This is an optimization exercise on Yosys and OpenROAD, whose aim is small area and a short achievable clock period, not a production implementation. In this exercise RTL edits were held to simulation tests only and were not proved equivalent to the original.

==> flow/design.v, too long to show whole: its modules and the start of the top module <==
// module CHIP: 139 lines
// module srldec: 6 lines
// module wdec: 12 lines
// module rdec: 12 lines
// module rmux: 18 lines
// module addfast: 24 lines
// module aoi222: 5 lines
// module ao22: 5 lines
// module fa: 6 lines
// module mul32: 1427 lines
// module benc: 7 lines
// module o22ai: 5 lines
// module nor2: 5 lines
// module xor2: 5 lines
module CHIP(clk,
            rst_n,
            mem_wen_D,
            mem_addr_D,
            mem_wdata_D,
            mem_rdata_D,
            mem_addr_I,
            mem_rdata_I);
  // ...
==> flow/run.sh <==
#!/bin/bash
# synth_recipe.tcl (not shown) runs the flow's synth.tcl, then flattens the netlist and writes it again
# the make line also repeats each setting of config.mk as NAME=value (left out here)
make -C /OpenROAD-flow-scripts/flow DESIGN_CONFIG=/design/flow/config.mk WORK_HOME=/design/flow/orfs CLKGATE_MAP_FILE= SYNTH_SCRIPT=/design/flow/synth_recipe.tcl finish
==> flow/config.mk <==
export PLATFORM = sky130hd
export DESIGN_NAME = CHIP
export DESIGN_NICKNAME = CHIP
export VERILOG_FILES = /design/flow/design.v
export SDC_FILE = /design/flow/constraint.sdc
export NUM_CORES = 4
export LEC_CHECK = 0
export CAP_MARGIN = 20
export CORE_MARGIN = 2
export CORE_UTILIZATION = 40
export SETUP_SLACK_MARGIN = 5
export SLEW_MARGIN = 20
export SYNTH_HIERARCHICAL = 1
==> flow/constraint.sdc <==
create_clock -name core_clock -period 80.0 [get_ports {clk}]
set_input_delay 16.0000 -clock core_clock [delete_from_list [all_inputs] [get_ports {clk}]]
set_output_delay 16.0000 -clock core_clock [all_outputs]
set_load 0.01 [all_outputs]
==> summary.txt, run 1 <==
Logic synthesis
  • Post-synthesis cell area: 0.0603 mm2
  • Most frequent cell after synthesis: a22o_1
  • Synth Area in Compound Gates: 32.7%
  • Synth top cells by count: 1,009 x a22o_1, 994 x dfrtp_1, 704 x a222oi_1
  • Fraction of registers with async set/reset: 100%
  • Avg Cell Area, Syn: 12.3 um2
  • Top cells by area, synth: dfrtp_1 41%, a22o_1 15%, a222oi_1 12%

GRT
  • Grt total ovfl: 0
  • GR Util met3: 12.5%
  • GR Layer Usage met1: a little under half
  • Initial antenna violation count: 4

Drt
  • Drt wl/cell: 38.0 um
  • Post-Route WL: around 280 mm
  • Metal1 wirelength: about 100 mm
  • Routed vias/inst: roughly 7.6

CTS
  • Resized cells post-CTS: 0
  • Number of hold buffers added after CTS: 0
  • Worst-Skew Late Latency: between 700 and 800 ps

Setup path
  • Crit path from: mem_rdata_I[15]
  • R2R Setup Slk: just over 60,000 ps
  • Setup crit start kind: input port

Layout
  • Clkbuf count: 164
  • Fin util: a little under half
  • Commonest non-fill, non-tap cell in the layout: a22o_1
  • Max FFs per register: 992
  • Fraction of area in multi-input gates: 49.3%

Run status
  • Status: finished clean

Die
  • Well Taps: 2,016
  • Rows: roughly 140

STA
  • Relative slew slack: 21.2%
  • Final Critical Period: 38,880 ps
  • Final Worst Setup Slack: 41,120 ps

Placed design
  • PortBufs: 160
  • DP Area: 0.0665 mm2
==> inputs of run 2 (changes only) <==
==> flow/flow/run.sh (new file) <==
#!/bin/bash
# Standard layout, with timing repair aimed at a tighter setup slack margin
# (the clock period and constraints are unchanged).
set -euo pipefail
bash standard.sh SETUP_SLACK_MARGIN=43 finish > standard.log 2>&1
==> flow/standard.sh (new file) <==
#!/bin/bash
# synth_recipe.tcl (not shown) runs the flow's synth.tcl, then flattens the netlist and writes it again
# the make line also repeats each setting of config.mk as NAME=value (left out here)
make -C /OpenROAD-flow-scripts/flow DESIGN_CONFIG=/design/flow/config.mk WORK_HOME=/design/flow/orfs CLKGATE_MAP_FILE= SYNTH_SCRIPT=/design/flow/synth_recipe.tcl "${@:-finish}"
--- a/flow/config.mk
+++ b/flow/config.mk
@@ -8,6 +8,5 @@
 export CAP_MARGIN = 20
 export CORE_MARGIN = 2
 export CORE_UTILIZATION = 40
-export SETUP_SLACK_MARGIN = 5
 export SLEW_MARGIN = 20
 export SYNTH_HIERARCHICAL = 1
removed: flow/run.sh
==> run 2 against run 1 <==
Net effect:
- still clean
- global-route usage up 0.14 points
- register-to-register slack about the same
- worst hold slack about the same
- worst setup slack better by 1800 ps
- highest routed layer unchanged
==> summary.txt, run 2 <==
Run status
  • Status: finished clean

Min path
  • Min-Delay Path Class: flop to flop

Drt
  • Via count: 56.9k
  • Antenna-violating nets left: 0
  • # DRC: 0
  • Routed vias/inst: 7.65 (about the same)
  • Post-Route WL: 282 mm (+0.49%)
  • Pre-antenna DRT Iters: 15
  • Initial drt markers: 12.1k
  • Drt wl/cell: 38.0 um (about the same)

Logic synthesis
  • Post-synth top area share: 41.3%
  • Synth top cells by count: 1,009 x a22o_1, 994 x dfrtp_1, 704 x a222oi_1
  • Post-synth cell types: 77
  • Mux cell area share after synthesis: 0.259%
  • Ys Warns: 8
  • Synth Instances: 4,887
  • Fraction of registers with async set/reset: 100% (unchanged)
  • Avg Cell Area, Syn: 12.3 um2 (unchanged)
  • Post-synthesis cell area: 0.0603 mm2 (unchanged)
  • Simple-Gate Fraction of Synth Area: roughly 6%
  • Post-synth EDFFs: 0
  • Synth Area in Compound Gates: 32.7% (unchanged)
  • Most frequent cell after synthesis: a22o_1
  • Top cells by area, synth: dfrtp_1 41%, a22o_1 15%, a222oi_1 12%
  • Synth Area in Adders: 11.0%
  • Post-synthesis xor/xnor area fraction: around 6.4%
  • Largest area contributor in the netlist: dfrtp_1
  • Register bit total from synthesis: about 1.0k
  • Post-synth top flop: dfrtp_1
  • Combinational family with the most area after synthesis: compound AO/OA/AOI/OAI gates
  • Register area share after synthesis: 42.6%

GRT
  • Grt total ovfl: 0 (unchanged)
  • Vias in the first global route: 55.7k
  • Gr usage total: around 36%
  • Initial antenna violation count: 9 (+5)
  • Largest net degree at the start of global routing: 175
  • First-pass GRT wire length: 401 mm

Die
  • Die Y: 392 um
  • Initial core utilization: 40.3%
  • Total core area: roughly 0.15 mm2
  • IO Pins: 163
  • Die ar.: approximately 0.15 mm2
  • Rows: 142 (unchanged)
  • Die width: 392 um

Setup path
  • R2R Setup Slk: 62,150 ps (about the same)
  • Setup CP Type: input port to primary output
  • CP max FO: 32
  • Setup crit start kind: input port
  • Critical Path AT: 21,130 ps
  • Worst Path Required: 64,000 ps
  • Critical Path End Type: primary output

STA
  • Unrepaired setup endpoints after global routing: true
  • Worst clock skew: 68.0 ps
  • Hold Slack: approximately 520 ps
  • Slew Limit Fails: 0
  • Worst-margin pin slew: between 1000 and 1500 ps
  • Relative slew slack: 17.6% (-3.6 points)
  • # setup viols final: 0
  • Final hold vios: 0
  • Period utilization: about 46%
  • Fmax: ~27 MHz
  • Final Critical Period: 37,130 ps (-1760 ps)
  • Post-route setup TNS: 0 ps

Layout
  • Largest regs: R.q (992), PC (32)
  • Commonest non-fill, non-tap cell in the layout: a22o_1
  • Synthesis-to-layout area growth: 17.6%
  • Max FFs per register: 992 (unchanged)
  • Most frequent cells in the layout: 1,006 x a22o_1, 994 x dfrtp_1, 704 x a222oi_1
  • Share of cells above drive strength 1: 13.4%
  • Top reg by flops: R.q
  • Final net count: 5,746

Flow run
  • Max-Cap Viols: 0

Placed design
  • DP HPWL: between 150 and 200 mm
  • Routability cong.: 0.968
  • PortBufs: 160 (unchanged)

CTS
  • Htree depth: 3
  • Reg clk slew, reported paths: 60 ps
  • CTS tree: done
  • CTS Buf Count: 107
  • Clk sinks: 1,024
  • Root Driver: clkbuf_16
  • Number of hold buffers added after CTS: 0 (unchanged)
  • Worst-Skew Late Latency: 810 ps (+20 ps)
  • CTS Buffer Depth: 3
==> run 2: cell counts after synthesis <==
No cell type changed its count.
==> run 2: routing by layer <==
metal  wire length [um]  track usage [%]
met1             101000             45.4
met2             118000             50.8
met3              42400             13.0
met4              21400             22.7
met5                 83            0.191
==> run 2: kinds of logic (layout without fill, tap and decap cells) <==
group / Yosys count / after routing
compound gates: 2236 / 2236
xor+xnor: 438 / 438
fa+ha+maj: 354 / 354
buf+inv: 153 / 678
flops: 1024 / 1024
mux: 15 / 15
other cells: 1 / 4
simple gates: 666 / 666
==> run 2: worst paths after layout <==
path                                 startpoint             end  cells after the start
worst min-delay path                R[14].q[22]     R[14].q[22]                      1
worst max register to register       R[28].q[1]     R[24].q[31]                     48
max in group asynchronous                 rst_n          PC[28]                      4
worst max-delay path            mem_rdata_I[16]  mem_addr_D[31]                     19
min in group asynchronous                 rst_n      R[29].q[2]                      1
worst min register to register      R[14].q[22]     R[14].q[22]                      1
==> run 2: layout make-up <==
type | count | area, um2
flip-flops and latches | 1024 | 25700
well taps | 2016 | 2520
clock buffers | 164 | 3110
repair buffers | 431 | 4070
fillers | 13380 | 78900
multi-input cells | 3712 | 34900
diodes | 1 | 2.50
inverters | 50 | 188
clock inverters | 33 | 472
==> run 2: Yosys stat by module (local to each module, per instance), a selection <==
module | area [um2] | flip-flops and latches
aoi222 | 10.0 | 0
xor2 | 8.76 | 0
mul32 | 903 | 0
o22ai | 6.26 | 0
wdec | 492 | 0
CHIP | 29100 | 1024
==> run 2: critical path: stages <==
cell,delay (ps)
buf_4,190
nand2b_4,230
buf_4,140
nor2_4,40
buf_8,220
a222oi_1,410
nand4_1,550
a2111o_2,710
fa_2,460
a211oi_2,250
o211ai_1,240
a32oi_2,320
o21ai_4,130
a21boi_2,190
buf_4,150
o21ai_4,70
a211oi_1,260
xnor2_1,210
dlygate4sd2_1,320
==> run 2: stage by stage <==
stage | util, % | worst slack, ps | area, um2 | instances
final | 47.4 | 42870 | 70900 | 7431
after global routing | 47.4 | 42830 | 70900 | 7430
after CTS | 47.0 | 42880 | 70400 | 7416
after detailed placement | 44.4 | 41290 | 66500 | 7195
after global placement | 44.3 | 41320 | 66300 | 7187
after floorplan | - | 44190 | 60300 | 4889
==> run 2: what timing repair did <==
action                     CTS  global route
buffers inserted            24             7
pin swaps                   31            38
gates cloned                 0             0
resized for setup           77            69
setup endpoints to repair   31            21
==> module CHIP, before the edit <==
module CHIP(clk,
            rst_n,
            mem_wen_D,
            mem_addr_D,
            mem_wdata_D,
            mem_rdata_D,
            mem_addr_I,
            mem_rdata_I);
    input         clk, rst_n ;
    output        mem_wen_D  ;
    output [31:0] mem_addr_D ;
    output [31:0] mem_wdata_D;
    input  [31:0] mem_rdata_D;
    output [31:0] mem_addr_I ;
    input  [31:0] mem_rdata_I;
    wire [31:0] ins = mem_rdata_I;
    reg  [31:0] PC;
    genvar g;
    wire b6 = ins[6], b5 = ins[5], b4 = ins[4], b3 = ins[3], b2 = ins[2];
    wire isR     = b5 & b4;
    wire isI     = b4 & ~b5 & ~b2;
    wire isAUIPC = b4 & b2;
    wire isLW    = ~b5 & ~b4;
    wire isBR    = b6 & ~b2;
    wire isJAL   = b3;
    wire isJALR  = b6 & b2 & ~b3;
    wire regWrite = b4 | ~b5 | b3;
    assign mem_wen_D = ~b6 & b5 & ~b4;
    wire isMul = isR & ins[25];
    wire isSlt = isI & ins[13];
    wire isAdd = (isR & ~ins[25]) | (isI & ~ins[14] & ~ins[13]);
    wire isSrl, nSrl;                
    srldec dsr(.ins(ins), .srl(isSrl), .nsrl(nSrl));
    wire [4:0] ra = ins[19:15];
    wire [4:0] rb = ins[24:20];
    wire [4:0] rd = ins[11:7];
    wire [31:0] wd;
    wire [31:1] wen, hold, sel1, sel2;
    wdec  dw(.we(regWrite), .a(rd), .wen(wen), .hold(hold));
    rdec  d1(.a(ra), .sel(sel1));
    rdec  d2(.a(rb), .sel(sel2));
    wire [32*32-1:0] rq;
    assign rq[31:0] = 32'b0;
    generate
        for (g = 1; g < 32; g = g + 1) begin : R
            reg  [31:0] q;
            wire [31:0] d;
            ao22 m[31:0] (.a1(wen[g]), .a2(wd), .b1(hold[g]), .b2(q), .x(d));
            always @(posedge clk or negedge rst_n) begin
                if (!rst_n)
                    q <= (g == 2) ? 32'hbffffff0 : (g == 3) ? 32'h10008000 : 32'h0;
                else
                    q <= d;
            end
            assign rq[32*g+31:32*g] = q;
        end
    endgenerate
    wire [31:0] rs1, rs2;
    generate
        for (g = 0; g < 32; g = g + 1) begin : P
            wire [30:0] col;
            genvar k;
            for (k = 0; k < 31; k = k + 1) begin : C
                assign col[k] = rq[32*(k+1)+g];
            end
            rmux m1(.sel(sel1), .d(col), .y(rs1[g]));
            rmux m2(.sel(sel2), .d(col), .y(rs2[g]));
        end
    endgenerate
    wire        selS  = b5 & ~b6;
    wire [31:0] immI  = {{20{ins[31]}}, ins[31:20]};
    wire [31:0] immIS = {{20{ins[31]}}, ins[31:25], selS ? ins[11:7] : ins[24:20]};
    wire [31:0] immB  = {{20{ins[31]}}, ins[7], ins[30:25], ins[11:8], 1'b0};
    wire [31:0] immJ  = {{12{ins[31]}}, ins[19:12], ins[20], ins[30:21], 1'b0};
    wire [31:0] immU  = {ins[31:12], 12'b0};
    wire [31:0] immT  = isJAL ? immJ : (b6 ? immB : immU);
    wire [31:0] addr;
    addfast af(.a(rs1), .b(immIS), .s(addr));
    assign mem_addr_D  = addr;
    assign mem_wdata_D = rs2;
    assign mem_addr_I  = PC;
    wire [31:0] aluB  = b5 ? rs2 : immI;
    wire        inv   = b5 ? ins[30] : ins[13];
    wire [31:0] aluBx = aluB ^ {32{inv}};
    wire [32:0] ac;
    wire [31:0] asum;
    assign ac[0] = inv;
    generate
        for (g = 0; g < 32; g = g + 1) begin : AA
            fa u(.a(rs1[g]), .b(aluBx[g]), .c(ac[g]), .s(asum[g]), .co(ac[g+1]));
        end
    endgenerate
    wire        lt    = ~ac[32];
    wire [31:0] rs1r, man, mb, prod;
    generate
        for (g = 0; g < 32; g = g + 1) begin : M
            assign rs1r[g] = rs1[31-g];
            assign mb[g]   = (nSrl & rs2[g]) | (isSrl & (rb == g));
        end
    endgenerate
    o22ai mam[31:0] (.a1(nSrl), .a2(rs1r), .b1(isSrl), .b2(rs1), .y(man));
    mul32 mul(.an(man), .b(mb), .p(prod));
    wire [31:0] prodr;
    generate
        for (g = 0; g < 32; g = g + 1) begin : MR
            assign prodr[g] = prod[31-g];
        end
    endgenerate
    wire [31:0] tgt;
    wire [31:0] tc;
    assign tgt[0] = PC[0];
    assign tgt[1] = PC[1] ^ immT[1];
    assign tc[2]  = PC[1] & immT[1];
    generate
        for (g = 2; g < 32; g = g + 1) begin : TA
            if (g < 31) begin : F
                fa u(.a(PC[g]), .b(immT[g]), .c(tc[g]), .s(tgt[g]), .co(tc[g+1]));
            end else begin : L
                assign tgt[g] = PC[g] ^ immT[g] ^ tc[g];
            end
        end
    endgenerate
    wire [31:0] pc4   = {PC[31:2] + 30'd1, PC[1:0]};
    wire [31:0] wn0, wn1;
    aoi222 wm0[31:0] (.a1(isLW), .a2(mem_rdata_D), .b1(isJAL), .b2(pc4),
                      .c1(isAUIPC), .c2(tgt), .y(wn0));
    aoi222 wm1[31:0] (.a1(isMul), .a2(prod), .b1(isSrl), .b2(prodr),
                      .c1(isAdd), .c2(asum), .y(wn1));
    assign wd = ~(wn0 & wn1) | {31'b0, isSlt & lt};
    wire eq    = (rs1 == rs2);
    wire taken = isJAL | (isBR & (eq ^ ins[12]));
    wire [31:0] PC_nxt = isJALR ? addr : (taken ? tgt : pc4);
    always @(posedge clk or negedge rst_n) begin
        if (!rst_n)
            PC <= 32'h00010000;
        else
            PC <= PC_nxt;
    end
endmodule
==> module rmux, before the edit <==
module rmux(sel, d, y);
    input  [31:1] sel;
    input  [30:0] d;
    output y;
    wire [10:0] n;
    genvar k;
    generate
        for (k = 0; k < 10; k = k + 1) begin : G
            aoi222 u(.a1(sel[3*k+1]), .a2(d[3*k]), .b1(sel[3*k+2]), .b2(d[3*k+1]),
                     .c1(sel[3*k+3]), .c2(d[3*k+2]), .y(n[k]));
        end
    endgenerate
    assign n[10] = ~(sel[31] & d[30]);
    wire z0 = ~(n[0] & n[1] & n[2] & n[3]);
    wire z1 = ~(n[4] & n[5] & n[6] & n[7]);
    wire z2 = ~(n[8] & n[9] & n[10]);
    assign y = z0 | z1 | z2;
endmodule
==> inputs of run 3 (changes only) <==
--- a/flow/design.v
+++ b/flow/design.v
@@ -34,7 +34,9 @@
     wire [4:0] ra = ins[19:15];
     wire [4:0] rb = ins[24:20];
     wire [4:0] rd = ins[11:7];
+    reg         ph;
     wire [31:0] wd;
+    wire [31:0] wdx = wd ^ {32{ph}};          
     wire [31:1] wen, hold, sel1, sel2;
     wdec  dw(.we(regWrite), .a(rd), .wen(wen), .hold(hold));
     rdec  d1(.a(ra), .sel(sel1));
@@ -45,7 +47,7 @@
         for (g = 1; g < 32; g = g + 1) begin : R
             reg  [31:0] q;
             wire [31:0] d;
-            ao22 m[31:0] (.a1(wen[g]), .a2(wd), .b1(hold[g]), .b2(q), .x(d));
+            o22ai m[31:0] (.a1(hold[g]), .a2(wdx), .b1(wen[g]), .b2(q), .y(d));
             always @(posedge clk or negedge rst_n) begin
                 if (!rst_n)
                     q <= (g == 2) ? 32'hbffffff0 : (g == 3) ? 32'h10008000 : 32'h0;
@@ -55,7 +57,13 @@
             assign rq[32*g+31:32*g] = q;
         end
     endgenerate
-    wire [31:0] rs1, rs2;
+    always @(posedge clk or negedge rst_n) begin
+        if (!rst_n)
+            ph <= 1'b0;
+        else
+            ph <= ~ph;
+    end
+    wire [31:0] yn1, yn2;                     
     generate
         for (g = 0; g < 32; g = g + 1) begin : P
             wire [30:0] col;
@@ -63,10 +71,14 @@
             for (k = 0; k < 31; k = k + 1) begin : C
                 assign col[k] = rq[32*(k+1)+g];
             end
-            rmux m1(.sel(sel1), .d(col), .y(rs1[g]));
-            rmux m2(.sel(sel2), .d(col), .y(rs2[g]));
+            rmux m1(.sel(sel1), .d(col), .yn(yn1[g]));
+            rmux m2(.sel(sel2), .d(col), .yn(yn2[g]));
         end
     endgenerate
+    wire ph1 = ph & (ra != 5'd0);
+    wire ph2 = ph & (rb != 5'd0);
+    wire [31:0] rs1 = ~(yn1 ^ {32{ph1}});
+    wire [31:0] rs2 = ~(yn2 ^ {32{ph2}});
     wire        selS  = b5 & ~b6;
     wire [31:0] immI  = {{20{ins[31]}}, ins[31:20]};
     wire [31:0] immIS = {{20{ins[31]}}, ins[31:25], selS ? ins[11:7] : ins[24:20]};
@@ -75,7 +87,7 @@
     wire [31:0] immU  = {ins[31:12], 12'b0};
     wire [31:0] immT  = isJAL ? immJ : (b6 ? immB : immU);
     wire [31:0] addr;
-    addfast af(.a(rs1), .b(immIS), .s(addr));
+    addx af(.yn(yn1), .bl(immIS[11:0]), .bs(ins[31]), .phi(ph1), .s(addr));
     assign mem_addr_D  = addr;
     assign mem_wdata_D = rs2;
     assign mem_addr_I  = PC;
@@ -167,11 +179,12 @@
         end
     endgenerate
 endmodule
-module rmux(sel, d, y);
+module rmux(sel, d, yn);
     input  [31:1] sel;
     input  [30:0] d;
-    output y;
+    output yn;
     wire [10:0] n;
+    wire [2:0] z;
     genvar k;
     generate
         for (k = 0; k < 10; k = k + 1) begin : G
@@ -179,35 +192,26 @@
                      .c1(sel[3*k+3]), .c2(d[3*k+2]), .y(n[k]));
         end
     endgenerate
-    assign n[10] = ~(sel[31] & d[30]);
-    wire z0 = ~(n[0] & n[1] & n[2] & n[3]);
-    wire z1 = ~(n[4] & n[5] & n[6] & n[7]);
-    wire z2 = ~(n[8] & n[9] & n[10]);
-    assign y = z0 | z1 | z2;
+    c_nand2 u10(.a(sel[31]), .b(d[30]), .y(n[10]));
+    c_nand4 z0(.a(n[0]), .b(n[1]), .c(n[2]), .d(n[3]), .y(z[0]));
+    c_nand4 z1(.a(n[4]), .b(n[5]), .c(n[6]), .d(n[7]), .y(z[1]));
+    c_nand3 z2(.a(n[8]), .b(n[9]), .c(n[10]), .y(z[2]));
+    c_nor3  o(.a(z[0]), .b(z[1]), .c(z[2]), .y(yn));
 endmodule
-module addfast(a, b, s);
-    input  [31:0] a, b;
-    output [31:0] s;
-    wire [31:0] G [0:5];
-    wire [31:0] P [0:5];
-    assign G[0] = a & b;
-    assign P[0] = a ^ b;
-    genvar l, i;
-    generate
-        for (l = 0; l < 5; l = l + 1) begin : L
-            for (i = 0; i < 32; i = i + 1) begin : B
-                if ((i >> l) & 1) begin : C
-                    localparam integer j = ((i >> l) << l) - 1;
-                    assign G[l+1][i] = G[l][i] | (P[l][i] & G[l][j]);
-                    assign P[l+1][i] = P[l][i] & P[l][j];
-                end else begin : T
-                    assign G[l+1][i] = G[l][i];
-                    assign P[l+1][i] = P[l][i];
-                end
-            end
-        end
-    endgenerate
-    assign s = P[0] ^ {G[5][30:0], 1'b0};
+module c_nand4(a, b, c, d, y);
+    input  a, b, c, d;
+    output y;
+    assign y = ~(a & b & c & d);
+endmodule
+module c_nand3(a, b, c, y);
+    input  a, b, c;
+    output y;
+    assign y = ~(a & b & c);
+endmodule
+module c_nor3(a, b, c, y);
+    input  a, b, c;
+    output y;
+    assign y = ~(a | b | c);
 endmodule
 module aoi222(a1, a2, b1, b2, c1, c2, y);
     input  a1, a2, b1, b2, c1, c2;
@@ -1674,3 +1678,625 @@
     output y;
     assign y = a ^ b;
 endmodule
+module addx(yn, bl, bs, phi, s);
+    input  [31:0] yn;
+    input  [11:0] bl;
+    input         bs, phi;
+    output [31:0] s;
+    wire [11:0] bxn = ~(bl ^ {12{phi}});
+    wire        sxn = ~(bs ^ phi);
+    wire        ne0 = ~(phi | ~bxn[0]);
+    wire        ne1 = ~(phi & ~bxn[0]);
+    wire w1;
+    c_nor2 uw1(.a(yn[1]), .b(bxn[1]), .y(w1));
+    wire w2;
+    c_nand2 uw2(.a(yn[1]), .b(bxn[1]), .y(w2));
+    wire w3;
+    c_nor2 uw3(.a(yn[2]), .b(bxn[2]), .y(w3));
+    wire w4;
+    c_nand2 uw4(.a(yn[2]), .b(bxn[2]), .y(w4));
+    wire w5;
+    c_nor2 uw5(.a(yn[3]), .b(bxn[3]), .y(w5));
+    wire w6;
+    c_nand2 uw6(.a(yn[3]), .b(bxn[3]), .y(w6));
+    wire w7;
+    c_nor2 uw7(.a(yn[4]), .b(bxn[4]), .y(w7));
+    wire w8;
+    c_nand2 uw8(.a(yn[4]), .b(bxn[4]), .y(w8));
+    wire w9;
+    c_nor2 uw9(.a(yn[5]), .b(bxn[5]), .y(w9));
+    wire w10;
+    c_nand2 uw10(.a(yn[5]), .b(bxn[5]), .y(w10));
+    wire w11;
+    c_nor2 uw11(.a(yn[6]), .b(bxn[6]), .y(w11));
+    wire w12;
+    c_nand2 uw12(.a(yn[6]), .b(bxn[6]), .y(w12));
+    wire w13;
+    c_nor2 uw13(.a(yn[7]), .b(bxn[7]), .y(w13));
+    wire w14;
+    c_nand2 uw14(.a(yn[7]), .b(bxn[7]), .y(w14));
+    wire w15;
+    c_nor2 uw15(.a(yn[8]), .b(bxn[8]), .y(w15));
+    wire w16;
+    c_nand2 uw16(.a(yn[8]), .b(bxn[8]), .y(w16));
+    wire w17;
+    c_nor2 uw17(.a(yn[9]), .b(bxn[9]), .y(w17));
+    wire w18;
+    c_nand2 uw18(.a(yn[9]), .b(bxn[9]), .y(w18));
+    wire w19;
+    c_nor2 uw19(.a(yn[10]), .b(bxn[10]), .y(w19));
+    wire w20;
+    c_nand2 uw20(.a(yn[10]), .b(bxn[10]), .y(w20));
+    wire w21;
+    c_nor2 uw21(.a(yn[11]), .b(bxn[11]), .y(w21));
+    wire w22;
+    c_nand2 uw22(.a(yn[11]), .b(bxn[11]), .y(w22));
+    wire w23;
+    c_nor2 uw23(.a(yn[12]), .b(sxn), .y(w23));
+    wire w24;
+    c_nand2 uw24(.a(yn[12]), .b(sxn), .y(w24));
+    wire w25;
+    c_nor2 uw25(.a(yn[13]), .b(sxn), .y(w25));
+    wire w26;
+    c_nand2 uw26(.a(yn[13]), .b(sxn), .y(w26));
+    wire w27;
+    c_nor2 uw27(.a(yn[14]), .b(sxn), .y(w27));
+    wire w28;
+    c_nand2 uw28(.a(yn[14]), .b(sxn), .y(w28));
+    wire w29;
+    c_nor2 uw29(.a(yn[15]), .b(sxn), .y(w29));
+    wire w30;
+    c_nand2 uw30(.a(yn[15]), .b(sxn), .y(w30));
+    wire w31;
+    c_nor2 uw31(.a(yn[16]), .b(sxn), .y(w31));
+    wire w32;
+    c_nand2 uw32(.a(yn[16]), .b(sxn), .y(w32));
+    wire w33;
+    c_nor2 uw33(.a(yn[17]), .b(sxn), .y(w33));
+    wire w34;
+    c_nand2 uw34(.a(yn[17]), .b(sxn), .y(w34));
+    wire w35;
+    c_nor2 uw35(.a(yn[18]), .b(sxn), .y(w35));
+    wire w36;
+    c_nand2 uw36(.a(yn[18]), .b(sxn), .y(w36));
+    wire w37;
+    c_nor2 uw37(.a(yn[19]), .b(sxn), .y(w37));
+    wire w38;
+    c_nand2 uw38(.a(yn[19]), .b(sxn), .y(w38));
+    wire w39;
+    c_nor2 uw39(.a(yn[20]), .b(sxn), .y(w39));
+    wire w40;
+    c_nand2 uw40(.a(yn[20]), .b(sxn), .y(w40));
+    wire w41;
+    c_nor2 uw41(.a(yn[21]), .b(sxn), .y(w41));
+    wire w42;
+    c_nand2 uw42(.a(yn[21]), .b(sxn), .y(w42));
+    wire w43;
+    c_nor2 uw43(.a(yn[22]), .b(sxn), .y(w43));
+    wire w44;
+    c_nand2 uw44(.a(yn[22]), .b(sxn), .y(w44));
+    wire w45;
+    c_nor2 uw45(.a(yn[23]), .b(sxn), .y(w45));
+    wire w46;
+    c_nand2 uw46(.a(yn[23]), .b(sxn), .y(w46));
+    wire w47;
+    c_nor2 uw47(.a(yn[24]), .b(sxn), .y(w47));
+    wire w48;
+    c_nand2 uw48(.a(yn[24]), .b(sxn), .y(w48));
+    wire w49;
+    c_nor2 uw49(.a(yn[25]), .b(sxn), .y(w49));
+    wire w50;
+    c_nand2 uw50(.a(yn[25]), .b(sxn), .y(w50));
+    wire w51;
+    c_nor2 uw51(.a(yn[26]), .b(sxn), .y(w51));
+    wire w52;
+    c_nand2 uw52(.a(yn[26]), .b(sxn), .y(w52));
+    wire w53;
+    c_nor2 uw53(.a(yn[27]), .b(sxn), .y(w53));
+    wire w54;
+    c_nand2 uw54(.a(yn[27]), .b(sxn), .y(w54));
+    wire w55;
+    c_nor2 uw55(.a(yn[28]), .b(sxn), .y(w55));
+    wire w56;
+    c_nand2 uw56(.a(yn[28]), .b(sxn), .y(w56));
+    wire w57;
+    c_nor2 uw57(.a(yn[29]), .b(sxn), .y(w57));
+    wire w58;
+    c_nand2 uw58(.a(yn[29]), .b(sxn), .y(w58));
+    wire w59;
+    c_nor2 uw59(.a(yn[30]), .b(sxn), .y(w59));
+    wire w60;
+    c_nand2 uw60(.a(yn[30]), .b(sxn), .y(w60));
+    wire w63;
+    c_mux2i uw63(.a0(ne0), .a1(ne1), .s(yn[0]), .y(w63));
+    wire w64;
+    c_aoi21 uw64(.a1(w2), .a2(w63), .b1(w1), .y(w64));
+    wire w65;
+    c_aoi21 uw65(.a1(w6), .a2(w3), .b1(w5), .y(w65));
+    wire w66;
+    c_nand2 uw66(.a(w6), .b(w4), .y(w66));
+    wire w67;
+    c_aoi21 uw67(.a1(w10), .a2(w7), .b1(w9), .y(w67));
+    wire w68;
+    c_nand2 uw68(.a(w10), .b(w8), .y(w68));
+    wire w69;
+    c_aoi21 uw69(.a1(w14), .a2(w11), .b1(w13), .y(w69));
+    wire w70;
+    c_nand2 uw70(.a(w14), .b(w12), .y(w70));
+    wire w71;
+    c_aoi21 uw71(.a1(w18), .a2(w15), .b1(w17), .y(w71));
+    wire w72;
+    c_nand2 uw72(.a(w18), .b(w16), .y(w72));
+    wire w73;
+    c_aoi21 uw73(.a1(w22), .a2(w19), .b1(w21), .y(w73));
+    wire w74;
+    c_nand2 uw74(.a(w22), .b(w20), .y(w74));
+    wire w75;
+    c_aoi21 uw75(.a1(w26), .a2(w23), .b1(w25), .y(w75));
+    wire w76;
+    c_nand2 uw76(.a(w26), .b(w24), .y(w76));
+    wire w77;
+    c_aoi21 uw77(.a1(w30), .a2(w27), .b1(w29), .y(w77));
+    wire w78;
+    c_nand2 uw78(.a(w30), .b(w28), .y(w78));
+    wire w79;
+    c_aoi21 uw79(.a1(w34), .a2(w31), .b1(w33), .y(w79));
+    wire w80;
+    c_nand2 uw80(.a(w34), .b(w32), .y(w80));
+    wire w81;
+    c_aoi21 uw81(.a1(w38), .a2(w35), .b1(w37), .y(w81));
+    wire w82;
+    c_nand2 uw82(.a(w38), .b(w36), .y(w82));
+    wire w83;
+    c_aoi21 uw83(.a1(w42), .a2(w39), .b1(w41), .y(w83));
+    wire w84;
+    c_nand2 uw84(.a(w42), .b(w40), .y(w84));
+    wire w85;
+    c_aoi21 uw85(.a1(w46), .a2(w43), .b1(w45), .y(w85));
+    wire w86;
+    c_nand2 uw86(.a(w46), .b(w44), .y(w86));
+    wire w87;
+    c_aoi21 uw87(.a1(w50), .a2(w47), .b1(w49), .y(w87));
+    wire w88;
+    c_nand2 uw88(.a(w50), .b(w48), .y(w88));
+    wire w89;
+    c_aoi21 uw89(.a1(w54), .a2(w51), .b1(w53), .y(w89));
+    wire w90;
+    c_nand2 uw90(.a(w54), .b(w52), .y(w90));
+    wire w91;
+    c_aoi21 uw91(.a1(w58), .a2(w55), .b1(w57), .y(w91));
+    wire w92;
+    c_nand2 uw92(.a(w58), .b(w56), .y(w92));
+    wire w95;
+    c_inv uw95(.a(w64), .y(w95));
+    wire w96;
+    c_aoi21 uw96(.a1(w4), .a2(w95), .b1(w3), .y(w96));
+    wire w97;
+    c_oai21 uw97(.a1(w66), .a2(w64), .b1(w65), .y(w97));
+    wire w98;
+    c_inv uw98(.a(w67), .y(w98));
+    wire w99;
+    c_aoi21 uw99(.a1(w12), .a2(w98), .b1(w11), .y(w99));
+    wire w100;
+    c_inv uw100(.a(w68), .y(w100));
+    wire w101;
+    c_nand2 uw101(.a(w12), .b(w100), .y(w101));
+    wire w102;
+    c_oai21 uw102(.a1(w70), .a2(w67), .b1(w69), .y(w102));
+    wire w103;
+    c_nor2 uw103(.a(w70), .b(w68), .y(w103));
+    wire w104;
+    c_inv uw104(.a(w71), .y(w104));
+    wire w105;
+    c_aoi21 uw105(.a1(w20), .a2(w104), .b1(w19), .y(w105));
+    wire w106;
+    c_inv uw106(.a(w72), .y(w106));
+    wire w107;
+    c_nand2 uw107(.a(w20), .b(w106), .y(w107));
+    wire w108;
+    c_oai21 uw108(.a1(w74), .a2(w71), .b1(w73), .y(w108));
+    wire w109;
+    c_nor2 uw109(.a(w74), .b(w72), .y(w109));
+    wire w110;
+    c_inv uw110(.a(w75), .y(w110));
+    wire w111;
+    c_aoi21 uw111(.a1(w28), .a2(w110), .b1(w27), .y(w111));
+    wire w112;
+    c_inv uw112(.a(w76), .y(w112));
+    wire w113;
+    c_nand2 uw113(.a(w28), .b(w112), .y(w113));
+    wire w114;
+    c_oai21 uw114(.a1(w78), .a2(w75), .b1(w77), .y(w114));
+    wire w115;
+    c_nor2 uw115(.a(w78), .b(w76), .y(w115));
+    wire w116;
+    c_inv uw116(.a(w79), .y(w116));
+    wire w117;
+    c_aoi21 uw117(.a1(w36), .a2(w116), .b1(w35), .y(w117));
+    wire w118;
+    c_inv uw118(.a(w80), .y(w118));
+    wire w119;
+    c_nand2 uw119(.a(w36), .b(w118), .y(w119));
+    wire w120;
+    c_oai21 uw120(.a1(w82), .a2(w79), .b1(w81), .y(w120));
+    wire w121;
+    c_nor2 uw121(.a(w82), .b(w80), .y(w121));
+    wire w122;
+    c_inv uw122(.a(w83), .y(w122));
+    wire w123;
+    c_aoi21 uw123(.a1(w44), .a2(w122), .b1(w43), .y(w123));
+    wire w124;
+    c_inv uw124(.a(w84), .y(w124));
+    wire w125;
+    c_nand2 uw125(.a(w44), .b(w124), .y(w125));
+    wire w126;
+    c_oai21 uw126(.a1(w86), .a2(w83), .b1(w85), .y(w126));
+    wire w127;
+    c_nor2 uw127(.a(w86), .b(w84), .y(w127));
+    wire w128;
+    c_inv uw128(.a(w87), .y(w128));
+    wire w129;
+    c_aoi21 uw129(.a1(w52), .a2(w128), .b1(w51), .y(w129));
+    wire w130;
+    c_inv uw130(.a(w88), .y(w130));
+    wire w131;
+    c_nand2 uw131(.a(w52), .b(w130), .y(w131));
+    wire w132;
+    c_oai21 uw132(.a1(w90), .a2(w87), .b1(w89), .y(w132));
+    wire w133;
+    c_nor2 uw133(.a(w90), .b(w88), .y(w133));
+    wire w134;
+    c_inv uw134(.a(w91), .y(w134));
+    wire w135;
+    c_aoi21 uw135(.a1(w60), .a2(w134), .b1(w59), .y(w135));
+    wire w136;
+    c_inv uw136(.a(w92), .y(w136));
+    wire w137;
+    c_nand2 uw137(.a(w60), .b(w136), .y(w137));
+    wire w140;
+    c_aoi21 uw140(.a1(w8), .a2(w97), .b1(w7), .y(w140));
+    wire w141;
+    c_inv uw141(.a(w97), .y(w141));
+    wire w142;
+    c_oai21 uw142(.a1(w68), .a2(w141), .b1(w67), .y(w142));
+    wire w143;
+    c_oai21 uw143(.a1(w101), .a2(w141), .b1(w99), .y(w143));
+    wire w144;
+    c_aoi21 uw144(.a1(w103), .a2(w97), .b1(w102), .y(w144));
+    wire w145;
+    c_aoi21 uw145(.a1(w24), .a2(w108), .b1(w23), .y(w145));
+    wire w146;
+    c_nand2 uw146(.a(w24), .b(w109), .y(w146));
+    wire w147;
+    c_inv uw147(.a(w108), .y(w147));
+    wire w148;
+    c_oai21 uw148(.a1(w76), .a2(w147), .b1(w75), .y(w148));
+    wire w149;
+    c_inv uw149(.a(w109), .y(w149));
+    wire w150;
+    c_nor2 uw150(.a(w76), .b(w149), .y(w150));
+    wire w151;
+    c_oai21 uw151(.a1(w113), .a2(w147), .b1(w111), .y(w151));
+    wire w152;
+    c_nor2 uw152(.a(w113), .b(w149), .y(w152));
+    wire w153;
+    c_aoi21 uw153(.a1(w115), .a2(w108), .b1(w114), .y(w153));
+    wire w154;
+    c_nand2 uw154(.a(w115), .b(w109), .y(w154));
+    wire w155;
+    c_aoi21 uw155(.a1(w40), .a2(w120), .b1(w39), .y(w155));
+    wire w156;
+    c_nand2 uw156(.a(w40), .b(w121), .y(w156));
+    wire w157;
+    c_inv uw157(.a(w120), .y(w157));
+    wire w158;
+    c_oai21 uw158(.a1(w84), .a2(w157), .b1(w83), .y(w158));
+    wire w159;
+    c_inv uw159(.a(w121), .y(w159));
+    wire w160;
+    c_nor2 uw160(.a(w84), .b(w159), .y(w160));
+    wire w161;
+    c_oai21 uw161(.a1(w125), .a2(w157), .b1(w123), .y(w161));
+    wire w162;
+    c_nor2 uw162(.a(w125), .b(w159), .y(w162));
+    wire w163;
+    c_aoi21 uw163(.a1(w127), .a2(w120), .b1(w126), .y(w163));
+    wire w164;
+    c_nand2 uw164(.a(w127), .b(w121), .y(w164));
+    wire w165;
+    c_aoi21 uw165(.a1(w56), .a2(w132), .b1(w55), .y(w165));
+    wire w166;
+    c_nand2 uw166(.a(w56), .b(w133), .y(w166));
+    wire w167;
+    c_inv uw167(.a(w132), .y(w167));
+    wire w168;
+    c_oai21 uw168(.a1(w92), .a2(w167), .b1(w91), .y(w168));
+    wire w169;
+    c_inv uw169(.a(w133), .y(w169));
+    wire w170;
+    c_nor2 uw170(.a(w92), .b(w169), .y(w170));
+    wire w171;
+    c_oai21 uw171(.a1(w137), .a2(w167), .b1(w135), .y(w171));
+    wire w172;
+    c_nor2 uw172(.a(w137), .b(w169), .y(w172));
+    wire w175;
+    c_inv uw175(.a(w144), .y(w175));
+    wire w176;
+    c_aoi21 uw176(.a1(w16), .a2(w175), .b1(w15), .y(w176));
+    wire w177;
+    c_oai21 uw177(.a1(w72), .a2(w144), .b1(w71), .y(w177));
+    wire w178;
+    c_oai21 uw178(.a1(w107), .a2(w144), .b1(w105), .y(w178));
+    wire w179;
+    c_aoi21 uw179(.a1(w109), .a2(w175), .b1(w108), .y(w179));
+    wire w180;
+    c_oai21 uw180(.a1(w146), .a2(w144), .b1(w145), .y(w180));
+    wire w181;
+    c_aoi21 uw181(.a1(w150), .a2(w175), .b1(w148), .y(w181));
+    wire w182;
+    c_aoi21 uw182(.a1(w152), .a2(w175), .b1(w151), .y(w182));
+    wire w183;
+    c_oai21 uw183(.a1(w154), .a2(w144), .b1(w153), .y(w183));
+    wire w184;
+    c_inv uw184(.a(w163), .y(w184));
+    wire w185;
+    c_aoi21 uw185(.a1(w48), .a2(w184), .b1(w47), .y(w185));
+    wire w186;
+    c_inv uw186(.a(w164), .y(w186));
+    wire w187;
+    c_nand2 uw187(.a(w48), .b(w186), .y(w187));
+    wire w188;
+    c_oai21 uw188(.a1(w88), .a2(w163), .b1(w87), .y(w188));
+    wire w189;
+    c_nor2 uw189(.a(w88), .b(w164), .y(w189));
+    wire w190;
+    c_oai21 uw190(.a1(w131), .a2(w163), .b1(w129), .y(w190));
+    wire w191;
+    c_nor2 uw191(.a(w131), .b(w164), .y(w191));
+    wire w192;
+    c_aoi21 uw192(.a1(w133), .a2(w184), .b1(w132), .y(w192));
+    wire w193;
+    c_nand2 uw193(.a(w133), .b(w186), .y(w193));
+    wire w194;
+    c_oai21 uw194(.a1(w166), .a2(w163), .b1(w165), .y(w194));
+    wire w195;
+    c_nor2 uw195(.a(w166), .b(w164), .y(w195));
+    wire w196;
+    c_aoi21 uw196(.a1(w170), .a2(w184), .b1(w168), .y(w196));
+    wire w197;
+    c_nand2 uw197(.a(w170), .b(w186), .y(w197));
+    wire w198;
+    c_aoi21 uw198(.a1(w172), .a2(w184), .b1(w171), .y(w198));
+    wire w199;
+    c_nand2 uw199(.a(w172), .b(w186), .y(w199));
+    wire w202;
+    c_aoi21 uw202(.a1(w32), .a2(w183), .b1(w31), .y(w202));
+    wire w203;
+    c_inv uw203(.a(w183), .y(w203));
+    wire w204;
+    c_oai21 uw204(.a1(w80), .a2(w203), .b1(w79), .y(w204));
+    wire w205;
+    c_oai21 uw205(.a1(w119), .a2(w203), .b1(w117), .y(w205));
+    wire w206;
+    c_aoi21 uw206(.a1(w121), .a2(w183), .b1(w120), .y(w206));
+    wire w207;
+    c_oai21 uw207(.a1(w156), .a2(w203), .b1(w155), .y(w207));
+    wire w208;
+    c_aoi21 uw208(.a1(w160), .a2(w183), .b1(w158), .y(w208));
+    wire w209;
+    c_aoi21 uw209(.a1(w162), .a2(w183), .b1(w161), .y(w209));
+    wire w210;
+    c_oai21 uw210(.a1(w164), .a2(w203), .b1(w163), .y(w210));
+    wire w211;
+    c_oai21 uw211(.a1(w187), .a2(w203), .b1(w185), .y(w211));
+    wire w212;
+    c_aoi21 uw212(.a1(w189), .a2(w183), .b1(w188), .y(w212));
+    wire w213;
+    c_aoi21 uw213(.a1(w191), .a2(w183), .b1(w190), .y(w213));
+    wire w214;
+    c_oai21 uw214(.a1(w193), .a2(w203), .b1(w192), .y(w214));
+    wire w215;
+    c_aoi21 uw215(.a1(w195), .a2(w183), .b1(w194), .y(w215));
+    wire w216;
+    c_oai21 uw216(.a1(w197), .a2(w203), .b1(w196), .y(w216));
+    wire w217;
+    c_oai21 uw217(.a1(w199), .a2(w203), .b1(w198), .y(w217));
+    wire w219;
+    c_xnor2 uw219(.a(yn[0]), .b(bl[0]), .y(w219));
+    wire w220;
+    c_xnor2 uw220(.a(yn[1]), .b(bl[1]), .y(w220));
+    wire w221;
+    c_xor2 uw221(.a(w220), .b(w63), .y(w221));
+    wire w222;
+    c_xnor2 uw222(.a(yn[2]), .b(bl[2]), .y(w222));
+    wire w223;
+    c_xnor2 uw223(.a(w222), .b(w64), .y(w223));
+    wire w224;
+    c_xnor2 uw224(.a(yn[3]), .b(bl[3]), .y(w224));
+    wire w225;
+    c_xnor2 uw225(.a(w224), .b(w96), .y(w225));
+    wire w226;
+    c_xnor2 uw226(.a(yn[4]), .b(bl[4]), .y(w226));
+    wire w227;
+    c_xor2 uw227(.a(w226), .b(w97), .y(w227));
+    wire w228;
+    c_xnor2 uw228(.a(yn[5]), .b(bl[5]), .y(w228));
+    wire w229;
+    c_xnor2 uw229(.a(w228), .b(w140), .y(w229));
+    wire w230;
+    c_xnor2 uw230(.a(yn[6]), .b(bl[6]), .y(w230));
+    wire w231;
+    c_xor2 uw231(.a(w230), .b(w142), .y(w231));
+    wire w232;
+    c_xnor2 uw232(.a(yn[7]), .b(bl[7]), .y(w232));
+    wire w233;
+    c_xor2 uw233(.a(w232), .b(w143), .y(w233));
+    wire w234;
+    c_xnor2 uw234(.a(yn[8]), .b(bl[8]), .y(w234));
+    wire w235;
+    c_xnor2 uw235(.a(w234), .b(w144), .y(w235));
+    wire w236;
+    c_xnor2 uw236(.a(yn[9]), .b(bl[9]), .y(w236));
+    wire w237;
+    c_xnor2 uw237(.a(w236), .b(w176), .y(w237));
+    wire w238;
+    c_xnor2 uw238(.a(yn[10]), .b(bl[10]), .y(w238));
+    wire w239;
+    c_xor2 uw239(.a(w238), .b(w177), .y(w239));
+    wire w240;
+    c_xnor2 uw240(.a(yn[11]), .b(bl[11]), .y(w240));
+    wire w241;
+    c_xor2 uw241(.a(w240), .b(w178), .y(w241));
+    wire w242;
+    c_xnor2 uw242(.a(yn[12]), .b(bs), .y(w242));
+    wire w243;
+    c_xnor2 uw243(.a(w242), .b(w179), .y(w243));
+    wire w244;
+    c_xnor2 uw244(.a(yn[13]), .b(bs), .y(w244));
+    wire w245;
+    c_xor2 uw245(.a(w244), .b(w180), .y(w245));
+    wire w246;
+    c_xnor2 uw246(.a(yn[14]), .b(bs), .y(w246));
+    wire w247;
+    c_xnor2 uw247(.a(w246), .b(w181), .y(w247));
+    wire w248;
+    c_xnor2 uw248(.a(yn[15]), .b(bs), .y(w248));
+    wire w249;
+    c_xnor2 uw249(.a(w248), .b(w182), .y(w249));
+    wire w250;
+    c_xnor2 uw250(.a(yn[16]), .b(bs), .y(w250));
+    wire w251;
+    c_xor2 uw251(.a(w250), .b(w183), .y(w251));
+    wire w252;
+    c_xnor2 uw252(.a(yn[17]), .b(bs), .y(w252));
+    wire w253;
+    c_xnor2 uw253(.a(w252), .b(w202), .y(w253));
+    wire w254;
+    c_xnor2 uw254(.a(yn[18]), .b(bs), .y(w254));
+    wire w255;
+    c_xor2 uw255(.a(w254), .b(w204), .y(w255));
+    wire w256;
+    c_xnor2 uw256(.a(yn[19]), .b(bs), .y(w256));
+    wire w257;
+    c_xor2 uw257(.a(w256), .b(w205), .y(w257));
+    wire w258;
+    c_xnor2 uw258(.a(yn[20]), .b(bs), .y(w258));
+    wire w259;
+    c_xnor2 uw259(.a(w258), .b(w206), .y(w259));
+    wire w260;
+    c_xnor2 uw260(.a(yn[21]), .b(bs), .y(w260));
+    wire w261;
+    c_xor2 uw261(.a(w260), .b(w207), .y(w261));
+    wire w262;
+    c_xnor2 uw262(.a(yn[22]), .b(bs), .y(w262));
+    wire w263;
+    c_xnor2 uw263(.a(w262), .b(w208), .y(w263));
+    wire w264;
+    c_xnor2 uw264(.a(yn[23]), .b(bs), .y(w264));
+    wire w265;
+    c_xnor2 uw265(.a(w264), .b(w209), .y(w265));
+    wire w266;
+    c_xnor2 uw266(.a(yn[24]), .b(bs), .y(w266));
+    wire w267;
+    c_xor2 uw267(.a(w266), .b(w210), .y(w267));
+    wire w268;
+    c_xnor2 uw268(.a(yn[25]), .b(bs), .y(w268));
+    wire w269;
+    c_xor2 uw269(.a(w268), .b(w211), .y(w269));
+    wire w270;
+    c_xnor2 uw270(.a(yn[26]), .b(bs), .y(w270));
+    wire w271;
+    c_xnor2 uw271(.a(w270), .b(w212), .y(w271));
+    wire w272;
+    c_xnor2 uw272(.a(yn[27]), .b(bs), .y(w272));
+    wire w273;
+    c_xnor2 uw273(.a(w272), .b(w213), .y(w273));
+    wire w274;
+    c_xnor2 uw274(.a(yn[28]), .b(bs), .y(w274));
+    wire w275;
+    c_xor2 uw275(.a(w274), .b(w214), .y(w275));
+    wire w276;
+    c_xnor2 uw276(.a(yn[29]), .b(bs), .y(w276));
+    wire w277;
+    c_xnor2 uw277(.a(w276), .b(w215), .y(w277));
+    wire w278;
+    c_xnor2 uw278(.a(yn[30]), .b(bs), .y(w278));
+    wire w279;
+    c_xor2 uw279(.a(w278), .b(w216), .y(w279));
+    wire w280;
+    c_xnor2 uw280(.a(yn[31]), .b(bs), .y(w280));
+    wire w281;
+    c_xor2 uw281(.a(w280), .b(w217), .y(w281));
+    assign s[0] = w219 ^ phi;
+    assign s[1] = w221;
+    assign s[2] = w223;
+    assign s[3] = w225;
+    assign s[4] = w227;
+    assign s[5] = w229;
+    assign s[6] = w231;
+    assign s[7] = w233;
+    assign s[8] = w235;
+    assign s[9] = w237;
+    assign s[10] = w239;
+    assign s[11] = w241;
+    assign s[12] = w243;
+    assign s[13] = w245;
+    assign s[14] = w247;
+    assign s[15] = w249;
+    assign s[16] = w251;
+    assign s[17] = w253;
+    assign s[18] = w255;
+    assign s[19] = w257;
+    assign s[20] = w259;
+    assign s[21] = w261;
+    assign s[22] = w263;
+    assign s[23] = w265;
+    assign s[24] = w267;
+    assign s[25] = w269;
+    assign s[26] = w271;
+    assign s[27] = w273;
+    assign s[28] = w275;
+    assign s[29] = w277;
+    assign s[30] = w279;
+    assign s[31] = w281;
+endmodule
+module c_inv(a, y);
+    input  a;
+    output y;
+    assign y = ~a;
+endmodule
+module c_nand2(a, b, y);
+    input  a, b;
+    output y;
+    assign y = ~(a & b);
+endmodule
+module c_nor2(a, b, y);
+    input  a, b;
+    output y;
+    assign y = ~(a | b);
+endmodule
+module c_aoi21(a1, a2, b1, y);
+    input  a1, a2, b1;
+    output y;
+    assign y = ~((a1 & a2) | b1);
+endmodule
+module c_oai21(a1, a2, b1, y);
+    input  a1, a2, b1;
+    output y;
+    assign y = ~((a1 | a2) & b1);
+endmodule
+module c_mux2i(a0, a1, s, y);
+    input  a0, a1, s;
+    output y;
+    assign y = ~(s ? a1 : a0);
+endmodule
+module c_xor2(a, b, y);
+    input  a, b;
+    output y;
+    assign y = a ^ b;
+endmodule
+module c_xnor2(a, b, y);
+    input  a, b;
+    output y;
+    assign y = ~(a ^ b);
+endmodule
==> flow/flow/run.sh (replaced) <==
#!/bin/bash
# Standard layout (the standard.sh), with timing repair aimed at a larger
# setup slack margin, free gate sizing, and buf_4 port buffers.  The clock
# period and constraints are unchanged.
set -euo pipefail
bash standard.sh SETUP_SLACK_MARGIN=45 MATCH_CELL_FOOTPRINT=0 \
    "BUFFER_PORTS_ARGS=-buffer_cell sky130_fd_sc_hd__buf_4" finish > standard.log 2>&1
==> run 3 against run 2 <==
Net effect:
- area after synthesis is 1.3% lower
- sequential share of layout area is 0.96 points lower
- fmax is 3.5% higher
- die area is 1.3% lower
- critical path type unchanged
- critical endpoint is now mem_addr_D[26]
==> summary.txt, run 3 <==
Drt
  • Initial drt markers: 11.8k (-2.0%)
  • Antenna-violating nets left: 0 (unchanged)
  • Via count: 59.7k (+4.9%)
  • Post-Route WL: 293 mm (+3.8%)
  • Pre-antenna DRT Iters: 14 (-1)
  • Drt wl/cell: 37.5 um (-1.3%)
  • Routed vias/inst: 7.63 (-0.26%)
  • # DRC: 0 (unchanged)

Setup path
  • WP buf/inv: 7 (+2)
  • CP max FO: 16 (-50%)
  • Critical path depth: 19 (unchanged)
  • Worst r2r src: R[10].q[3]
  • CP max stage cell: nand4_1
  • R2R Setup Slk: 61,430 ps (-720 ps)
  • Crit-path leading delay family: simple AND/OR/NAND/NOR gates
  • Worst Path Required: 64,000 ps (about the same)
  • R2r worst-path depth: 52 (+8.3%)
  • Cell Chain, Critical Path: buf_16 -> nand2b_4 -> buf_12 -> nor2_4 -> buf_12 -> a222oi_1 -> nand4_1 -> nor3_4 -> buf_6 -> mux2i_4 -> a21oi_2 -> o21ai_2 -> a21oi_4 -> o21ai_4 -> buf_6 -> buf_8 -> a21oi_4 -> xnor2_2 -> buf_4
  • RR Endpoint: R[5].q[31]
  • Setup CP Type: input port to primary output
  • Setup crit start kind: input port
  • Critical Path AT: 19,860 ps (-1270 ps)
  • Worst path max stage delay: 590 ps (-120 ps)
  • Critical Path End Type: primary output

GRT
  • First-pass GRT wire length: 414 mm (+3.3%)
  • Grt total ovfl: 0 (unchanged)
  • Gr usage total: 37.2% (+1.6 points)
  • Vias in the first global route: 58.0k (+4.0%)
  • Initial antenna violation count: 4 (-5)
  • Largest net degree at the start of global routing: 167 (-4.6%)

Logic synthesis
  • Largest area contributor in the netlist: dfrtp_1
  • Synth top cells by count: 1,283 x o22ai_1, 995 x dfrtp_1, 704 x a222oi_1
  • Post-synth top flop: dfrtp_1
  • Synth Instances: 5,184 (+6.1%)
  • Avg Cell Area, Syn: 11.5 um2 (-7.0%)
  • Post-synthesis cell area: 0.0595 mm2 (-1.3%)
  • Post-synth top area share: 41.9% (+0.61 points)
  • Register area share after synthesis: 43.2% (+0.62 points)
  • Register bit total from synthesis: 1,025 (+0.098%)
  • Most frequent cell after synthesis: o22ai_1
  • Post-synth cell types: 63 (-18%)
  • Post-synth EDFFs: 0 (unchanged)
  • Ys Warns: 7 (-1)
  • Top cells by area, synth: dfrtp_1 42%, o22ai_1 13%, a222oi_1 12%
  • Fraction of registers with async set/reset: 100% (unchanged)

Die
  • IO Pins: 163 (unchanged)
  • Die Y: 390 um (-0.67%)
  • Total core area: 0.148 mm2 (-1.4%)
  • Initial core utilization: 40.3% (about the same)
  • Rows: 141 (-0.70%)
  • Die width: 390 um (-0.67%)
  • Die ar.: 0.152 mm2 (-1.3%)

Layout
  • Final non-filler cell total: 7,818 (+5.2%)
  • Fin util: 49.4% (+2.0 points)
  • Commonest non-fill, non-tap cell in the layout: o22ai_1
  • Seq. cell area: 0.0257 mm2 (about the same)
  • Most frequent cells in the layout: 1,271 x o22ai_1, 995 x dfrtp_1, 704 x a222oi_1
  • Final instance area: 0.0729 mm2 (+2.8%)
  • Share of cells above drive strength 1: 21.1% (+7.7 points)
  • Top reg by flops: R.q
  • Max FFs per register: 992 (unchanged)
  • Multi-input gate area: 0.0350 mm2 (+0.29%)
  • Final net count: 6,185 (+7.6%)
  • Largest regs: R.q (992), PC (32), ph (1)
  • Fillers: 13.0k (-2.8%)
  • Synthesis-to-layout area growth: 22.6%

STA
  • Unrepaired setup endpoints after global routing: true
  • Post-route setup TNS: 0 ps (unchanged)
  • Final Critical Period: 35,860 ps (-1260 ps)
  • Worst clock skew: 62.8 ps (-5.20 ps)
  • Final Worst Setup Slack: 44,140 ps (+1260 ps)
  • Worst-margin pin slew: 1260 ps (+31.3 ps)
  • Slew Limit Fails: 0 (unchanged)
  • Period utilization: 44.8% (-1.6 points)
  • Fmax: 27.9 MHz (+3.5%)
  • # setup viols final: 0 (unchanged)
  • Relative slew slack: 15.5% (-2.1 points)
  • Final hold vios: 0 (unchanged)
  • Hold Slack: 490 ps (-30.0 ps)

CTS
  • Clk sinks: 1,025 (+0.098%)
  • CTS Buffer Depth: 3 (unchanged)
  • Root Driver: clkbuf_16
  • Worst-Skew Late Latency: 770 ps (-40 ps)
  • CTS tree: done
  • Htree depth: 3 (unchanged)
  • Reg clk slew, reported paths: 60 ps (about the same)
  • CTS Buf Count: 106 (-0.93%)
  • Number of hold buffers added after CTS: 0 (unchanged)

Min path
  • Hold_sp: R[24].q[21]
  • Hold Path Depth: 1 (unchanged)
  • Min-Delay Path Class: flop to flop
  • Hold Path End: R[24].q[21]

Run status
  • Status: finished clean

Placed design
  • DP Area: 0.0654 mm2 (-1.7%)
  • Placed instance count: 7,382 (+2.6%)
  • Routability cong.: 1.01 (+4.0%)
  • Pre-CTS WS: 42,700 ps (+1410 ps)
  • PortBufs: 160 (unchanged)
  • DP HPWL: 172 mm (+2.1%)

Flow run
  • Max-Cap Viols: 0 (unchanged)
==> run 3: changes by cell type in the layout (fill, tap and decap cells not counted), sizes merged, moves of 64 or more <==
| cell | change |
|---|---|
| buf | +348 |
| o22ai | +994 |
| nor3 | +66 |
| a2111o | -64 |
| a22o | -992 |
| xnor2 | +91 |
| clkdlybuf4s50 | -136 |
==> run 3: worst register-to-register path: cells and delay by family, from the launching register on <==
kind                       cells  cell delay (ps)
and+or+nand+nor                5             1410
xor gates and xnor gates       8             1570
DFF                            1              410
buffers and inverters          4             1640
adders and majority gates     29            11820
AOI/OAI and AO/OA              6             1570
==> run 3: worst max-delay path by stage <==
stage,start,endpoint,slack [ps]
2_1_floorplan,mem_rdata_I[16],mem_addr_D[25],44940
3_3_place_gp,mem_rdata_I[15],mem_addr_D[31],42760
3_5_place_dp,mem_rdata_I[15],mem_addr_D[21],42700
4_1_cts,mem_rdata_I[17],mem_addr_D[21],44480
5_1_grt,mem_rdata_I[17],mem_addr_D[25],44170
6_report,mem_rdata_I[15],mem_addr_D[26],44140
==> run 3: repair_timing <==
action,CTS,global route
endpoints found under the setup margin,64,61
pin swaps,138,71
buffers inserted,168,47
gates resized for setup,245,61
cloned,15,3
hold endpoints to repair,0,0
==> run 3: cell type report <==
class                           count  area share [%]
Multi-Input combinational cell   3988            48.0
Sequential cell                  1025            35.2
Timing Repair Buffer              642            8.34
Clock buffer                      163            4.37
Tap cell                         1930            3.31
Clock inverter                     31           0.564
Inverter                           37           0.202
Antenna cell                        2         0.00686
==> run 3: logic make-up (layout without fill, tap and decap cells) <==
family	Yosys count	in the layout	share of synthesized area (%)
mux	17	17	0.297
other cells	1	5	0.00631
buf+inv	177	873	1.73
simple gates	871	874	7.88
xor+xnor	586	587	8.63
compound gates	2188	2188	27.9
fa+ha+maj	319	319	10.3
flops	1025	1025	43.2
==> run 3: modules after synthesis, one instance, submodules excluded, excerpt <==
module	cells inside	flops+latches
c_xor2	1	0
rdec	46	0
c_nor2	1	0
fa	1	0
c_nand2	1	0
CHIP	1623	1025
addx	48	0
c_xnor2	1	0
wdec	96	0
c_oai21	1	0
mul32	95	0
srldec	2	0
==> run 3: metal layers <==
| layer | global-route usage, % | part of all wire (%) |
|---|---|---|
| met5 | 1.05 | 0.064 |
| met4 | 25.1 | 8.1 |
| met3 | 16.6 | 17 |
| met2 | 50.2 | 40 |
| met1 | 47.5 | 35 |
==> inputs of run 4 (changes only) <==
--- a/flow/config.mk
+++ b/flow/config.mk
@@ -8,5 +8,7 @@
 export CAP_MARGIN = 20
 export CORE_MARGIN = 2
 export CORE_UTILIZATION = 40
+export CTS_CLUSTER_DIAMETER = 100
+export CTS_CLUSTER_SIZE = 25
 export SLEW_MARGIN = 20
 export SYNTH_HIERARCHICAL = 1
==> run 4 against run 3 <==
Net effect:
- still clean on timing, DRC and antenna
- fmax rose by 0.31%
- global-route usage fell by 0.66 points
- utilization fell by 1.3 points
- worst setup slack improved by 110 ps
- critical endpoint is now mem_addr_D[20]
- highest routed layer unchanged
==> summary.txt, run 4 <==
Placed design
  • PortBufs: 160 (unchanged)
  • DP HPWL: 172 mm (unchanged)
  • Routability cong.: 1.01 (unchanged)

STA
  • Final hold vios: 0 (unchanged)
  • Period utilization: 44.7% (-0.14 points)
  • Slew Limit Fails: 0 (unchanged)
  • Unrepaired setup endpoints after global routing: true
  • # setup viols final: 0 (unchanged)
  • Worst clock skew: 66.5 ps (+3.69 ps)
  • Worst-margin pin slew: 1270 ps (+1.94 ps)
  • Post-route setup TNS: 0 ps (unchanged)
  • Final Critical Period: 35,760 ps (-109 ps)
  • Relative slew slack: 15.3% (-0.13 points)
  • Fmax: 28.0 MHz (+0.31%)

Logic synthesis
  • Synth Instances: 5,184 (unchanged)
  • Post-synth top area share: 41.9% (unchanged)
  • Post-synth top flop: dfrtp_1
  • Avg Cell Area, Syn: 11.5 um2 (unchanged)
  • Synth top cells by count: 1,283 x o22ai_1, 995 x dfrtp_1, 704 x a222oi_1
  • Post-synth cell types: 63 (unchanged)
  • Fraction of registers with async set/reset: 100% (unchanged)
  • Register area share after synthesis: 43.2% (unchanged)
  • Most frequent cell after synthesis: o22ai_1
  • Ys Warns: 7 (unchanged)
  • Top cells by area, synth: dfrtp_1 42%, o22ai_1 13%, a222oi_1 12%
  • Largest area contributor in the netlist: dfrtp_1
  • Register bit total from synthesis: 1,025 (unchanged)
  • Post-synth EDFFs: 0 (unchanged)
  • Post-synthesis cell area: 0.0595 mm2 (unchanged)

Drt
  • Antenna-violating nets left: 0 (unchanged)
  • # DRC: 0 (unchanged)
  • Pre-antenna DRT Iters: 14 (unchanged)
  • Post-Route WL: 290 mm (-0.95%)
  • Routed vias/inst: 7.68 (+0.66%)
  • Initial drt markers: 12.0k (+1.2%)
  • Drt wl/cell: 37.7 um (+0.43%)
  • Via count: 59.3k (-0.73%)

Die
  • Die ar.: 0.152 mm2 (unchanged)
  • IO Pins: 163 (unchanged)
  • Die width: 390 um (unchanged)
  • Total core area: 0.148 mm2 (unchanged)
  • Die Y: 390 um (unchanged)
  • Rows: 141 (unchanged)
  • Initial core utilization: 40.3% (unchanged)

CTS
  • CTS Buf Count: 50 (-53%)
  • Htree depth: 2 (-1)
  • CTS tree: done
  • CTS Buffer Depth: 3 (unchanged)
  • Root Driver: clkbuf_16
  • Number of hold buffers added after CTS: 0 (unchanged)
  • Worst-Skew Late Latency: 730 ps (-40 ps)
  • Clk sinks: 1,025 (unchanged)
  • Reg clk slew, reported paths: 100 ps (+40 ps)

Setup path
  • Setup CP Type: input port to primary output
  • Critical Path AT: 19,760 ps (-100 ps)
  • Critical Path End Type: primary output
  • R2R Setup Slk: 61,320 ps (-110 ps)
  • Worst Path Required: 64,000 ps (about the same)
  • Setup crit start kind: input port
  • CP max FO: 6 (-10)

Flow run
  • Max-Cap Viols: 0 (unchanged)

Layout
  • Max FFs per register: 992 (unchanged)
  • Share of cells above drive strength 1: 19.7% (-1.4 points)
  • Commonest non-fill, non-tap cell in the layout: o22ai_1
  • Top reg by flops: R.q
  • Largest regs: R.q (992), PC (32), ph (1)
  • Synthesis-to-layout area growth: 19.4%
  • Final net count: 6,133 (-0.84%)
  • Most frequent cells in the layout: 1,271 x o22ai_1, 995 x dfrtp_1, 704 x a222oi_1

GRT
  • First-pass GRT wire length: 408 mm (-1.4%)
  • Vias in the first global route: 57.1k (-1.6%)
  • Grt total ovfl: 0 (unchanged)
  • Initial antenna violation count: 2 (-2)
  • Gr usage total: 36.6% (-0.66 points)
  • Largest net degree at the start of global routing: 167 (unchanged)

Run status
  • Status: finished clean

Min path
  • Min-Delay Path Class: flop to flop
[run 4: cell families (layout without fill, tap and decap cells)]
kind of cell	after synthesis	in the layout	synth area share (%)
flops	1025	1025	43.2
xor+xnor	586	587	8.63
other cells	1	4	0.00631
compound gates	2188	2188	27.9
buf+inv	177	765	1.73
simple gates	871	875	7.88
fa+ha+maj	319	319	10.3
mux	17	17	0.297
[run 4: worst max-delay path, cell delays in order]
cell and delay [ps]:
buf_12 140, nand2b_4 210, buf_12 120, nor2_4 70, buf_12 150, buf_12 140
a222oi_1 340, nand4_1 640, nor3_4 350, buf_6 190, nor2_2 60, a21oi_2 190
o21ai_4 100, a21oi_4 230, o21ai_4 110, buf_4 180, a21oi_2 170, xnor2_2 180
buf_4 180
[run 4: routing by layer]
layer / vias up / part of all wire [%] / GRT usage [%]
met3: 1188 / 17 / 15.0
met2: 5611 / 40 / 49.8
li1: 23064 / - / -
met5: - / 0.23 / 2.46
met1: 29378 / 35 / 47.4
met4: 10 / 8.0 / 23.5
[run 4: final timing paths]
path / start / to / cells past startpoint
max reg2reg: R[4].q[3] / R[6].q[31] / 52
min in group asynchronous: rst_n / R[13].q[19] / 1
max in group asynchronous: rst_n / R[26].q[0] / 4
min: R[22].q[5] / R[22].q[5] / 1
min reg2reg: R[22].q[5] / R[22].q[5] / 1
max: mem_rdata_I[16] / mem_addr_D[20] / 19
[run 4: stage by stage]
stage | instance area, um2 | hold slack, ps | util, % | setup WS [ps] | cells
floorplan | 59800 | 459 | - | 44940 | 5186
global placement | 65200 | 472 | 44.2 | 42760 | 7376
detailed placement | 65400 | 479 | 44.3 | 42700 | 7382
CTS | 69700 | 495 | 47.2 | 44460 | 7634
global route | 71000 | 506 | 48.1 | 44250 | 7710
finish | 71000 | 495 | 48.1 | 44240 | 7710
[run 4: per-module statistics from Yosys (local to each module, per instance), excerpt]
module	cells	flops+latches
mul32	95	0
c_oai21	1	0
c_nand4	1	0
benc	5	0
c_mux2i	1	0
aoi222	1	0
srldec	2	0
o22ai	1	0
c_nor2	1	0
CHIP	1623	1025
rdec	46	0
nor2	1	0
c_nor3	1	0
fa	1	0
[run 4: cell type report]
cell class / instances / area, um2
antenna: 1 / 2.50
clock buffer: 73 / 1340
clock inverter: 10 / 175
fill: 13166 / 76700
inverter: 37 / 150
multi-input combinational: 3989 / 35000
sequential: 1025 / 25700
tap: 1930 / 2410
timing repair buffer: 645 / 6210
[run 4: timing repair]
| item | in CTS | in global routing |
|---|---|---|
| cloned | 13 | 7 |
| setup buffers | 156 | 59 |
| pin swaps | 116 | 77 |
| endpoints found under the setup margin | 64 | 100 |
| hold endpoints to repair | 0 | 0 |
| resized for setup | 236 | 85 |

## port drivers added, routing unchanged
No port has a modelled driver above. Below, the same layouts with a new extraction and two added sets of constraints.
Step 1, drivers: a clkbuf_16 drives clk and a buf_2 each remaining input, both assumed.
Step 2 also shifts input and output timing later by t, the mid clock arrival at the registers, as if the neighbouring blocks saw the same clock.
a / b / c = no drivers / after step 1 / after step 2; a / b = the first two.
run | shift t [ns] | slack for setup (ns) | cell pins on the clock port's net
run 1 | 0.838 | 41.116 / 41.088 / 41.088 | 1
run 2 | 0.855 | 42.873 / 42.847 / 42.847 | 1
run 3 | 0.816 | 44.136 / 43.906 / 43.906 | 1
run 4 | 0.766 | 44.245 / 44.056 / 44.056 | 1
After both steps every run listed still meets setup and hold. The setup slack of run 3, which loses most, moves by -0.230 ns with the drivers and by -0.230 ns with both steps.
